From an optimization exercise on the open Yosys and OpenROAD flow, aimed at small area; shortcuts taken in it are not production practice.
Only simulation tests tie the RTL to the original design; equivalence was not proved.

==> flow/design.v <==
module risc(clk, reset, mem_addr, mem_wdata, mem_rdata, mem_read, mem_write,
            rg0, rg1, rg2, rg3, rg4, rg5, rg6, rg7);
input clk, reset;
output [15:0] mem_addr, mem_wdata;
input  [15:0] mem_rdata;
output mem_read, mem_write;
output reg [15:0] rg0, rg1, rg2, rg3, rg4, rg5, rg6, rg7;
localparam P_RST = 3'd0, P_FET = 3'd1, P_DEC = 3'd2, P_E1 = 3'd3,
           P_E2  = 3'd4, P_E3  = 3'd5, P_E2L = 3'd6;
reg [2:0]  ph;
reg [2:0]  aq;
reg [15:0] ir;
reg [15:0] t;
reg        cf, zf;
wire fet = ph == P_FET;
wire dec = ph == P_DEC;
wire e1  = ph == P_E1;
wire e2  = ph == P_E2;
wire e3  = ph == P_E3;
wire e2l = ph == P_E2L;
wire [3:0] op = ir[15:12];
wire [2:0] ra = ir[11:9];
wire [2:0] rb = ir[8:6];
wire [2:0] rc = ir[5:3];
wire [1:0] cz = ir[1:0];
wire o_add  = op == 4'b0000;
wire o_adi  = op == 4'b0001;
wire o_nand = op == 4'b0010;
wire o_lhi  = op == 4'b0011;
wire o_lw   = op == 4'b0100;
wire o_sw   = op == 4'b0101;
wire o_lm   = op == 4'b0110;
wire o_sm   = op == 4'b0111;
wire o_lmsm = op[3:1] == 3'b011;
wire o_j    = op[3:1] == 3'b100;
wire o_jal  = op == 4'b1000;
wire o_jlr  = op == 4'b1001;
wire o_beq  = op == 4'b1100;
wire [15:0] sext6 = {{10{ir[5]}}, ir[5:0]};
wire [15:0] sext9 = {{7{ir[8]}}, ir[8:0]};
wire [7:0] msk = ir[7:0];
wire [8:0] mlow;
assign mlow[0] = 1'b0;
genvar m;
generate for (m = 0; m < 8; m = m + 1) begin : g_msk
  assign mlow[m+1] = mlow[m] | msk[m];
end endgenerate
wire       m_any = mlow[8];
reg  [2:0] m_idx;
always @(*) begin
  casez (msk)
    8'b???????1: m_idx = 3'd0;
    8'b??????10: m_idx = 3'd1;
    8'b?????100: m_idx = 3'd2;
    8'b????1000: m_idx = 3'd3;
    8'b???10000: m_idx = 3'd4;
    8'b??100000: m_idx = 3'd5;
    8'b?1000000: m_idx = 3'd6;
    default:     m_idx = 3'd7;
  endcase
end
wire cond_ok = (cz == 2'b00) | (cz == 2'b10 & cf) | (cz == 2'b01 & zf);
wire dec_go  = ((o_add | o_nand) & cond_ok) | o_adi | o_lhi | o_lw | o_sw |
               o_lmsm | o_j | o_beq;
wire beq_taken;
reg [2:0] nph;
always @(*) begin
  case (ph)
    P_RST: nph = P_FET;
    P_FET: nph = P_DEC;
    P_DEC: nph = dec_go ? P_E1 : P_FET;
    P_E1:  nph = o_lmsm ? (m_any ? P_E2 : P_E2L) :
                 (o_add | o_lw | o_sw | o_beq | o_j) ? P_E2 : P_FET;
    P_E2:  nph = o_lmsm ? (m_any ? P_E2 : P_E2L) :
                 beq_taken ? P_E3 : P_FET;
    default: nph = P_FET;
  endcase
end
wire [3:0] n_op = mem_rdata[15:12];
reg  [2:0] na;
always @(*) begin
  na = 3'd7;
  if (nph == P_FET)
    na = 3'd7;
  else if (fet)
    na = (n_op == 4'b1100) ? mem_rdata[11:9] : mem_rdata[8:6];
  else if (dec)
    na = (o_lhi | o_beq) ? rb : o_j ? 3'd7 : ra;
  else if (e1)
    na = o_lmsm ? m_idx : o_jlr ? rb : o_jal ? 3'd7 : ra;
  else if (e2)
    na = o_lmsm ? m_idx : 3'd7;
end
always @(posedge clk) aq <= na;
wire [2:0] aaddr = aq;
reg [15:0] pa;
always @(*) begin
  case (aaddr)
    3'd0: pa = rg0;
    3'd1: pa = rg1;
    3'd2: pa = rg2;
    3'd3: pa = rg3;
    3'd4: pa = rg4;
    3'd5: pa = rg5;
    3'd6: pa = rg6;
    default: pa = rg7;
  endcase
end
wire [3:0] nop = mem_rdata[15:12];
wire n_adi_lw_sw = nop == 4'b0001 || nop == 4'b0100 || nop == 4'b0101;
wire n_beq       = nop == 4'b1100;
reg a_t, b_t, b_imm, b_ff, cin, nand_op;
always @(posedge clk) begin
  a_t     <= (dec & (o_adi | o_lw | o_sw)) | (e1 & (o_add | o_lw | o_sw | o_beq)) |
             ((e1 | e2) & o_lmsm);
  b_t     <= dec & (((o_add | o_nand) & cond_ok) | o_beq);
  b_imm   <= (fet & n_adi_lw_sw) | (e1 & o_jal) | (e2 & beq_taken);
  b_ff    <= fet & n_beq;
  cin     <= (nph == P_FET) | (dec & o_beq) | ((e1 | e2) & o_lmsm & m_any);
  nand_op <= (fet & n_beq) | (dec & o_nand & cond_ok);
end
wire [15:0] a = a_t ? t : pa;
wire [15:0] b = ({16{b_t}} & t) | ({16{b_imm}} & sext6) | {16{b_ff}};
wire [16:0] c;
wire [15:0] sum;
assign c[0] = cin;
genvar i;
generate for (i = 0; i < 16; i = i + 1) begin : g_add
  assign sum[i]  = a[i] ^ b[i] ^ c[i];
  assign c[i+1]  = (a[i] & b[i]) | (c[i] & (a[i] ^ b[i]));
end endgenerate
wire [15:0] nandv = ~(pa & (t | {16{b_ff}}));
wire [15:0] y = nand_op ? nandv : sum;
wire z15  = ~|a[14:0];
wire a15  = a[15];
wire r2s  = b[15] ^ (e1 & o_beq);
wire fcar = (a15 == r2s) ? a15 : ~y[15];
assign beq_taken = o_beq & z15 & ~a15;
assign mem_addr  = a;
assign mem_wdata = pa;
assign mem_read  = fet | (e1 & (o_lhi | o_lw | o_lmsm)) | ((e2 | e2l) & o_lm);
assign mem_write = e2 & (o_sw | o_sm);
wire wen = fet | (e1 & (o_adi | o_lhi | o_lw | o_nand | o_j)) |
           (e2 & (o_add | o_lm | o_j)) | e3;
reg [2:0] waddr;
always @(*) begin
  waddr = 3'd7;
  if (e1)
    waddr = o_nand ? rc : ra;
  else if (e2)
    waddr = o_add ? rc : o_lm ? aq : 3'd7;
end
wire [15:0] wd = (e1 & o_lw) | (e2 & o_lm) ? mem_rdata :
                 (e1 & o_lhi) ? sext9 : y;
wire [15:0] wdg = wd & {16{reset}};
wire [7:0] we;
genvar k;
generate for (k = 0; k < 8; k = k + 1) begin : g_we
  assign we[k] = ~reset | (wen & waddr == k);
end endgenerate
always @(posedge clk) begin
  if (we[0]) rg0 <= wdg;
  if (we[1]) rg1 <= wdg;
  if (we[2]) rg2 <= wdg;
  if (we[3]) rg3 <= wdg;
  if (we[4]) rg4 <= wdg;
  if (we[5]) rg5 <= wdg;
  if (we[6]) rg6 <= wdg;
  if (we[7]) rg7 <= wdg;
end
always @(posedge clk) t <= y;
always @(posedge clk) begin
  if (fet)
    ir <= mem_rdata;
  else if ((e1 | e2) & o_lmsm)
    ir[7:0] <= msk & mlow[7:0];
end
always @(posedge clk) begin
  if (!reset) begin
    cf <= 1'b0;
    zf <= 1'b0;
  end else begin
    if (dec & o_add & cond_ok) begin
      cf <= a15;
      zf <= z15;
    end
    if (dec & o_lw) begin
      cf <= 1'b0;
      zf <= z15 & ~a15;
    end
    if (dec & o_adi) cf <= fcar;
    if (e1 & o_adi) zf <= z15 & ~a15;
    if (e1 & o_beq) cf <= fcar;
    if (e2 & o_beq) zf <= z15 & ~a15;
  end
end
always @(posedge clk) begin
  if (!reset)
    ph <= P_RST;
  else
    ph <= nph;
end
endmodule
==> flow/config.mk <==
export PLATFORM = sky130hd
export DESIGN_NAME = risc
export DESIGN_NICKNAME = risc
export VERILOG_FILES = /design/flow/design.v
export SDC_FILE = /design/flow/constraint.sdc
export NUM_CORES = 4
export LEC_CHECK = 0
export CAP_MARGIN = 0
export CORE_MARGIN = 2
export CORE_UTILIZATION = 40
export SLEW_MARGIN = 0
==> flow/constraint.sdc <==
create_clock -name core_clock -period 10.0 [get_ports {clk}]
set_input_delay 2.0000 -clock core_clock [delete_from_list [all_inputs] [get_ports {clk}]]
set_output_delay 2.0000 -clock core_clock [all_outputs]
set_load 0.01 [all_outputs]
standard.sh (not shown) runs the stock make flow with config.mk's settings and CLKGATE_MAP_FILE= SYNTH_SCRIPT=/design/flow/synth_recipe.tcl, a recipe that flattens the netlist after the stock synthesis.
==> flow/flow/run.sh <==
#!/bin/bash
# The standard layout (standard.sh) with these changes to how the layout
# is made:
#  - synthesis: synth_recipe.tcl unchanged, except that ABC maps the logic with
#    an area script (flow/area.abc); see flow/area_synth.tcl;
#  - each port gets a buf_1 as its port buffer;
#  - CTS uses clkbuf_8 cells and no dummy loads.
# make's output goes to standard.log; ORFS's per-step logs stay under orfs/logs.
set -euo pipefail
WORK=$(pwd)
export AREA_ABC_SCRIPT=$WORK/flow/area.abc
export FLOW_SYNTH_TCL=$WORK/synth_recipe.tcl
export BUFFER_PORTS_ARGS="-buffer_cell sky130_fd_sc_hd__buf_1"
export CTS_ARGS="-sink_clustering_enable -repair_clock_nets -dont_use_dummy_load -buf_list {sky130_fd_sc_hd__clkbuf_4 sky130_fd_sc_hd__clkbuf_8}"
sed "s|SYNTH_SCRIPT=[^ ]*|SYNTH_SCRIPT=$WORK/flow/area_synth.tcl|" standard.sh > my_standard.sh
grep -q "SYNTH_SCRIPT=$WORK/flow/area_synth.tcl" my_standard.sh
bash my_standard.sh > standard.log 2>&1
==> flow/flow/area.abc <==
strash
dc2
dch -f
map -a
strash
dc2
dch -f
map -a
strash
dch -f
map -a
==> flow/flow/area_synth.tcl <==
# The standard flow's synthesis script (synth_recipe.tcl, sourced unchanged) with one
# change: ABC's technology mapping uses flow/area.abc, an area-oriented
# script, in place of ORFS's script. Registers are mapped before ABC runs,
# so they are exactly the standard synthesis's.
proc abc {args} {
  set i [lsearch -exact $args -script]
  if { $i >= 0 } {
    lset args [expr { $i + 1 }] $::env(AREA_ABC_SCRIPT)
  }
  yosys abc {*}$args
}
source $::env(FLOW_SYNTH_TCL)
The baseline went through all stages and came out clean.
Rerun with:
--- a/flow/flow/run.sh
+++ b/flow/flow/run.sh
@@ -12,5 +12,5 @@
 export FLOW_SYNTH_TCL=$WORK/synth_recipe.tcl
 export BUFFER_PORTS_ARGS="-buffer_cell sky130_fd_sc_hd__buf_1"
-export CTS_ARGS="-sink_clustering_enable -repair_clock_nets -dont_use_dummy_load -buf_list {sky130_fd_sc_hd__clkbuf_4 sky130_fd_sc_hd__clkbuf_8}"
+export CTS_ARGS="-sink_clustering_enable -repair_clock_nets -dont_use_dummy_load -buf_list sky130_fd_sc_hd__clkbuf_8"
 sed "s|SYNTH_SCRIPT=[^ ]*|SYNTH_SCRIPT=$WORK/flow/area_synth.tcl|" standard.sh > my_standard.sh
 grep -q "SYNTH_SCRIPT=$WORK/flow/area_synth.tcl" my_standard.sh
Maximum frequency does not change. Global-route usage does not change. Cell count is unchanged. Count of clock-buffer cells in the layout is unchanged. First-iteration DRC count stays the same. Routed wire length is unchanged.

-- static timing again, ports no longer ideal --
The results above use ideal ports. As a check the final layouts listed here were re-extracted and re-timed, cells and wires unchanged. Step 1: set_driving_cell puts a clkbuf_16 on clk and a buf_2 on each other input, an assumption about the parent block. Step 2 moves the port delays by t, midway between the first and last clock arrival at a register: inputs arrive t later, outputs are due t later. That takes back most of the time a late clock gives input paths. a / b / c = ideal / step 1 / step 2; a / b = the first two.
run | shift t [ns] | setup slack, ns | worst setup path after step 2
the first run | 0.498 | 0.952 / 0.952 / 0.952 | register to register
the second run | 0.498 | 0.952 / 0.952 / 0.952 | register to register
After both steps setup and hold are still met in every run listed.
